This design comes from an exercise in tuning for small area and a short achievable clock period on the open sky130 flow, not from production work. Function was checked by simulation only, so behaviour that the tests miss may differ from the original. No driver is modelled on the clock port, so clocking that relies on it looks cheaper here than on a real chip.

==> module tpu, before the edit <==
module tpu(
    o, d, w, clk, rst
);
    parameter arraySize = 8;
    output wire [24*arraySize-1:0] o;
    input  wire [8*arraySize-1:0] d;
    input  wire [8*arraySize-1:0] w;
    input   clk, rst;
    reg [2:0] age;
    always @(posedge clk, posedge rst)
        if (rst) age <= 3'd0;
        else if (age != 3'd7) age <= age + 3'd1;
    wire wvalid = (age == 3'd7);
    wire signed [7:0] d1 = d[7:0],   d2 = d[15:8],  d3 = d[23:16], d4 = d[31:24];
    wire signed [7:0] d5 = d[39:32], d6 = d[47:40], d7 = d[55:48], d8 = d[63:56];
    reg signed [7:0]  p1;
    reg signed [8:0]  p2;
    reg signed [9:0]  p3, p4;
    reg signed [10:0] p5, p6, p7, p8;
    always @(posedge clk, posedge rst)
        if (rst) begin
            p1 <= 8'sd0;  p2 <= 9'sd0;  p3 <= 10'sd0; p4 <= 10'sd0;
            p5 <= 11'sd0; p6 <= 11'sd0; p7 <= 11'sd0; p8 <= 11'sd0;
        end else begin
            p1 <= d1;
            p2 <= p1 + d2;
            p3 <= p2 + d3;
            p4 <= p3 + d4;
            p5 <= p4 + d5;
            p6 <= p5 + d6;
            p7 <= p6 + d7;
            p8 <= p7 + d8;
        end
    integer k;
    reg signed [10:0] x [2:8];
    always @(posedge clk) begin
        x[2] <= p8;
        for (k = 3; k <= 8; k = k + 1) x[k] <= x[k-1];
    end
    genvar i;
    generate
        for (i = 1; i <= arraySize; i = i + 1) begin : COL
            reg [7:0] wd [1:7];
            integer s;
            always @(posedge clk) begin
                wd[1] <= w[8*i-1 -: 8];
                for (s = 2; s <= 7; s = s + 1) wd[s] <= wd[s-1];
            end
            wire [7:0] wm = wvalid ? wd[7] : 8'd0;
            wire [8:0] we = {wm, 1'b0};
            reg [3:0] neg, one, two;
            integer q;
            always @(posedge clk, posedge rst)
                if (rst) begin
                    neg <= 4'd0; one <= 4'd0; two <= 4'd0;
                end else begin
                    for (q = 0; q < 4; q = q + 1) begin
                        neg[q] <= we[2*q+2];
                        one[q] <= we[2*q+1] ^ we[2*q];
                        two[q] <= (we[2*q+2] & ~we[2*q+1] & ~we[2*q]) |
                                  (~we[2*q+2] & we[2*q+1] & we[2*q]);
                    end
                end
            wire signed [10:0] xi;
            if (i == 1) begin : X1
                assign xi = p8;
            end else begin : XN
                assign xi = x[i];
            end
            wire [18:0] prod;
            mul8x11 MUL(neg, one, two, xi, prod);
            reg [18:0] oreg;
            always @(posedge clk, posedge rst)
                if (rst) oreg <= 19'd0;
                else oreg <= prod;
            assign o[24*i-1 -: 24] = {{5{oreg[18]}}, oreg};
        end
    endgenerate
endmodule
Settings: LEC_CHECK=0, ABC_AREA=1, CAP_MARGIN=20, CORE_MARGIN=2, CORE_UTILIZATION=60, CTS_BUF_LIST=sky130_fd_sc_hd__clkbuf_16, CTS_CLUSTER_DIAMETER=80, CTS_CLUSTER_SIZE=30, PLACE_DENSITY=0.7, SLEW_MARGIN=20, SYNTH_HIERARCHICAL=1, SYNTH_MINIMUM_KEEP_SIZE=0; clock period 6.0 ns.
standard.sh (not shown) runs the stock make flow with config.mk's settings and CLKGATE_MAP_FILE= SYNTH_SCRIPT=/design/flow/synth_recipe.tcl, a recipe that flattens the netlist after the stock synthesis.
==> flow/flow/run.sh <==
#!/bin/bash
# The standard layout with three changes:
#  - the port buffers are the smallest buffer cell instead of the delay buffer
#    buffer_ports picks by default;
#  - after clock tree synthesis, the clock of the output registers is delayed a
#    little (flow/skew.tcl): they end the multiplier paths, the longest
#    register-to-register paths, and start only the paths to the outputs, which
#    have time to spare;
#  - the steps after clock tree synthesis repair setup timing to a margin
#    (SETUP_SLACK_MARGIN), so that resizing works on the paths the delayed
#    clock leaves critical.
set -euo pipefail
PORTBUF='BUFFER_PORTS_ARGS=-buffer_cell sky130_fd_sc_hd__buf_1'
bash standard.sh "$PORTBUF" cts > 1_standard_to_cts.log 2>&1
R=$(pwd)/orfs/results/$FLOW_PLATFORM/tpu/base
IN_ODB=$R/4_cts.odb OUT_ODB=$R/4_cts_skew.odb SDC=$R/4_cts.sdc \
  DLY_CELL=sky130_fd_sc_hd__clkdlybuf4s15_1 BUF_CELL=sky130_fd_sc_hd__clkbuf_8 CHUNK=6 \
  openroad -no_init -exit flow/skew.tcl > 2_skew.log 2>&1
cp $R/4_cts_skew.odb $R/4_cts.odb
bash standard.sh "$PORTBUF" SETUP_SLACK_MARGIN=3.0 finish > 3_standard_finish.log 2>&1
Other scripts of this flow, unchanged in this note and not shown: flow/flow/skew.tcl
Next try:
--- a/flow/design.v
+++ b/flow/design.v
@@ -266,14 +266,17 @@
             p7 <= p6 + d7;
             p8 <= p7 + d8;
         end
     integer k;
     reg signed [10:0] x [2:8];
-    always @(posedge clk) begin
-        x[2] <= p8;
-        for (k = 3; k <= 8; k = k + 1) x[k] <= x[k-1];
-    end
+    always @(posedge clk, posedge rst)
+        if (rst) begin
+            for (k = 2; k <= 8; k = k + 1) x[k] <= 11'sd0;
+        end else begin
+            x[2] <= p8;
+            for (k = 3; k <= 8; k = k + 1) x[k] <= x[k-1];
+        end
     genvar i;
     generate
         for (i = 1; i <= arraySize; i = i + 1) begin : COL
             reg [7:0] wd [1:7];
             integer s;
@@ -283,14 +286,12 @@
             end
             wire [7:0] wm = wvalid ? wd[7] : 8'd0;
             wire [8:0] we = {wm, 1'b0};
             reg [3:0] neg, one, two;
             integer q;
-            always @(posedge clk, posedge rst)
-                if (rst) begin
-                    neg <= 4'd0; one <= 4'd0; two <= 4'd0;
-                end else begin
+            always @(posedge clk)
+                begin
                     for (q = 0; q < 4; q = q + 1) begin
                         neg[q] <= we[2*q+2];
                         one[q] <= we[2*q+1] ^ we[2*q];
                         two[q] <= (we[2*q+2] & ~we[2*q+1] & ~we[2*q]) |
                                   (~we[2*q+2] & we[2*q+1] & we[2*q]);
=>
- The changed run finished clean
- synthesized cell count does not change
- maximum frequency is higher by 0.98%
- sequential cell count is unchanged
- cell count is higher by 0.32%

the baseline:
tpu, a different RTL version from the one above (not shown whole).
For scale: about 44000 µm² of cells after synthesis.
==> module tpu, before the edit <==
module tpu(
    o, d, w, clk, rst
);
    parameter arraySize = 8;
    output wire [24*arraySize-1:0] o;
    input  wire [8*arraySize-1:0] d;
    input  wire [8*arraySize-1:0] w;
    input   clk, rst;
    reg [2:0] age;
    always @(posedge clk, posedge rst)
        if (rst) age <= 3'd0;
        else if (age != 3'd7) age <= age + 3'd1;
    wire wvalid = (age == 3'd7);
    reg signed [10:0] p [1:8];
    integer k;
    always @(posedge clk, posedge rst)
        if (rst) begin
            for (k = 1; k <= 8; k = k + 1) p[k] <= 11'sd0;
        end else begin
            p[1] <= {{3{d[7]}}, d[7:0]};
            for (k = 2; k <= 8; k = k + 1)
                p[k] <= p[k-1] + {{3{d[8*k-1]}}, d[8*k-1 -: 8]};
        end
    reg signed [10:0] x [2:8];
    always @(posedge clk) begin
        x[2] <= p[8];
        for (k = 3; k <= 8; k = k + 1) x[k] <= x[k-1];
    end
    genvar i;
    generate
        for (i = 1; i <= arraySize; i = i + 1) begin : COL
            reg [7:0] wd [1:7];
            integer s;
            always @(posedge clk) begin
                wd[1] <= w[8*i-1 -: 8];
                for (s = 2; s <= 7; s = s + 1) wd[s] <= wd[s-1];
            end
            wire [7:0] wm = wvalid ? wd[7] : 8'd0;
            wire [8:0] we = {wm, 1'b0};
            reg [3:0] neg, one, two;
            integer q;
            always @(posedge clk, posedge rst)
                if (rst) begin
                    neg <= 4'd0; one <= 4'd0; two <= 4'd0;
                end else begin
                    for (q = 0; q < 4; q = q + 1) begin
                        neg[q] <= we[2*q+2];
                        one[q] <= we[2*q+1] ^ we[2*q];
                        two[q] <= (we[2*q+2] & ~we[2*q+1] & ~we[2*q]) |
                                  (~we[2*q+2] & we[2*q+1] & we[2*q]);
                    end
                end
            wire signed [10:0] xi;
            if (i == 1) begin : X1
                assign xi = p[8];
            end else begin : XN
                assign xi = x[i];
            end
            wire [18:0] prod;
            mul8x11 MUL(neg, one, two, xi, prod);
            reg [18:0] oreg;
            always @(posedge clk, posedge rst)
                if (rst) oreg <= 19'd0;
                else oreg <= prod;
            assign o[24*i-1 -: 24] = {{5{oreg[18]}}, oreg};
        end
    endgenerate
endmodule
==> flow/config.mk <==
export PLATFORM = sky130hd
export DESIGN_NAME = tpu
export DESIGN_NICKNAME = tpu
export VERILOG_FILES = /design/flow/design.v
export SDC_FILE = /design/flow/constraint.sdc
export NUM_CORES = 4
export LEC_CHECK = 0
export ABC_AREA = 1
export CAP_MARGIN = 20
export CORE_MARGIN = 2
export CORE_UTILIZATION = 60
export CTS_BUF_LIST = sky130_fd_sc_hd__clkbuf_4 sky130_fd_sc_hd__clkbuf_8
export CTS_CLUSTER_DIAMETER = 60
export CTS_CLUSTER_SIZE = 18
export PLACE_DENSITY = 0.7
export SLEW_MARGIN = 20
export SYNTH_HIERARCHICAL = 1
export SYNTH_MINIMUM_KEEP_SIZE = 0
==> flow/constraint.sdc <==
create_clock -name core_clock -period 6.0 [get_ports {clk}]
set_input_delay 1.2000 -clock core_clock [delete_from_list [all_inputs] [get_ports {clk}]]
set_output_delay 1.2000 -clock core_clock [all_outputs]
set_load 0.01 [all_outputs]
==> flow/flow/run.sh <==
#!/bin/bash
# The standard layout with two changes:
#  - the port buffers are the smallest buffer cell instead of the delay buffer
#    buffer_ports picks by default;
#  - after clock tree synthesis, the clock of the output registers is delayed a
#    little (flow/skew.tcl): they end the multiplier paths, the longest
#    register-to-register paths, and start only the paths to the outputs, which
#    have time to spare.
set -euo pipefail
PORTBUF='BUFFER_PORTS_ARGS=-buffer_cell sky130_fd_sc_hd__buf_1'
bash standard.sh "$PORTBUF" cts > 1_standard_to_cts.log 2>&1
R=$(pwd)/orfs/results/$FLOW_PLATFORM/tpu/base
IN_ODB=$R/4_cts.odb OUT_ODB=$R/4_cts_skew.odb SDC=$R/4_cts.sdc \
  DLY_CELL=sky130_fd_sc_hd__clkdlybuf4s15_1 BUF_CELL=sky130_fd_sc_hd__clkbuf_8 CHUNK=6 \
  openroad -no_init -exit flow/skew.tcl > 2_skew.log 2>&1
cp $R/4_cts_skew.odb $R/4_cts.odb
bash standard.sh "$PORTBUF" SETUP_SLACK_MARGIN=3.0 finish > 3_standard_finish.log 2>&1
Other scripts of this flow, unchanged in this note and not shown: flow/flow/skew.tcl
The baseline finished end to end and its layout was clean on timing, DRC and antenna.
Relative to the baseline, the following input files were edited for the candidate:
--- a/flow/design.v
+++ b/flow/design.v
@@ -244,23 +244,34 @@
     reg [2:0] age;
     always @(posedge clk, posedge rst)
         if (rst) age <= 3'd0;
         else if (age != 3'd7) age <= age + 3'd1;
     wire wvalid = (age == 3'd7);
-    reg signed [10:0] p [1:8];
-    integer k;
+    wire signed [7:0] d1 = d[7:0],   d2 = d[15:8],  d3 = d[23:16], d4 = d[31:24];
+    wire signed [7:0] d5 = d[39:32], d6 = d[47:40], d7 = d[55:48], d8 = d[63:56];
+    reg signed [7:0]  p1;
+    reg signed [8:0]  p2;
+    reg signed [9:0]  p3, p4;
+    reg signed [10:0] p5, p6, p7, p8;
     always @(posedge clk, posedge rst)
         if (rst) begin
-            for (k = 1; k <= 8; k = k + 1) p[k] <= 11'sd0;
+            p1 <= 8'sd0;  p2 <= 9'sd0;  p3 <= 10'sd0; p4 <= 10'sd0;
+            p5 <= 11'sd0; p6 <= 11'sd0; p7 <= 11'sd0; p8 <= 11'sd0;
         end else begin
-            p[1] <= {{3{d[7]}}, d[7:0]};
-            for (k = 2; k <= 8; k = k + 1)
-                p[k] <= p[k-1] + {{3{d[8*k-1]}}, d[8*k-1 -: 8]};
+            p1 <= d1;
+            p2 <= p1 + d2;
+            p3 <= p2 + d3;
+            p4 <= p3 + d4;
+            p5 <= p4 + d5;
+            p6 <= p5 + d6;
+            p7 <= p6 + d7;
+            p8 <= p7 + d8;
         end
+    integer k;
     reg signed [10:0] x [2:8];
     always @(posedge clk) begin
-        x[2] <= p[8];
+        x[2] <= p8;
         for (k = 3; k <= 8; k = k + 1) x[k] <= x[k-1];
     end
     genvar i;
     generate
         for (i = 1; i <= arraySize; i = i + 1) begin : COL
@@ -285,11 +296,11 @@
                                   (~we[2*q+2] & we[2*q+1] & we[2*q]);
                     end
                 end
             wire signed [10:0] xi;
             if (i == 1) begin : X1
-                assign xi = p[8];
+                assign xi = p8;
             end else begin : XN
                 assign xi = x[i];
             end
             wire [18:0] prod;
             mul8x11 MUL(neg, one, two, xi, prod);
[summary]
The candidate against the baseline: transition time at the pin with the least slew margin increased by 220 ps relative to the old numbers, die height flat.
Reported for the candidate and the baseline, critical path depth turned out identical to the last digit.
The candidate -> the baseline: clock skew flat
Compared the baseline against the candidate; worst path buffer plus inverter count within noise.
Any difference in via density per instance between the candidate and the baseline is small enough to ignore.
On share of the cycle needed by the critical path after routing, the baseline tracks the candidate almost exactly.
Comparing the two runs side by side, the candidate comes out behind the baseline on post-layout worst setup margin.
Diff the baseline -> the candidate: growth of design area from synthesis to finish neither gained nor lost much; final instance area shows a reduction of 0.47%; count of plain and timing-repair buffers saw little to no change; worst stage delay on the critical path fell 40 ps.

-- afterwards: timing with drivers on the ports --
In the flow no input, the clock included, has a driving cell. The finished layouts below were timed again as built, in two steps. Step 1 (the two cells are an assumption about what drives the block):
set clk [get_ports {clk}]
set_driving_cell -lib_cell sky130_fd_sc_hd__clkbuf_16 $clk
set_driving_cell -lib_cell sky130_fd_sc_hd__buf_2 [delete_from_list [all_inputs] $clk]
Step 2, shift: input delay + t, output delay - t, t = (earliest + latest rising clock arrival at the registers) / 2. This alone moves slack from input paths to output paths. a / b / c = ideal / step 1 / step 2; a / b = the first two.
| run | shift t [ns] | setup WS [ns] | clock arrival spread, ns | worst data-port slew with drivers (ns) |
|---|---|---|---|---|
| the first run of note 1 | 0.975 | 2.969 / 2.901 / 3.080 | 0.664 / 0.664 | 0.10 |
| the second run of note 1 | 0.969 | 2.999 / 2.933 / 3.099 | 0.627 / 0.628 | 0.13 |
| the baseline | 1.036 | 2.898 / 2.829 / 3.078 | 0.644 / 0.643 | 0.07 |
| the candidate | 1.036 | 2.891 / 2.827 / 2.710 | 0.691 / 0.691 | 0.10 |
Clock arrivals are far apart in every run listed, so t is only a midpoint there and step 2 fits no single register. For the candidate, which loses most, drivers alone change the setup slack by -0.064 ns; drivers and shift together by -0.181 ns. Setup slack includes reset recovery checks.
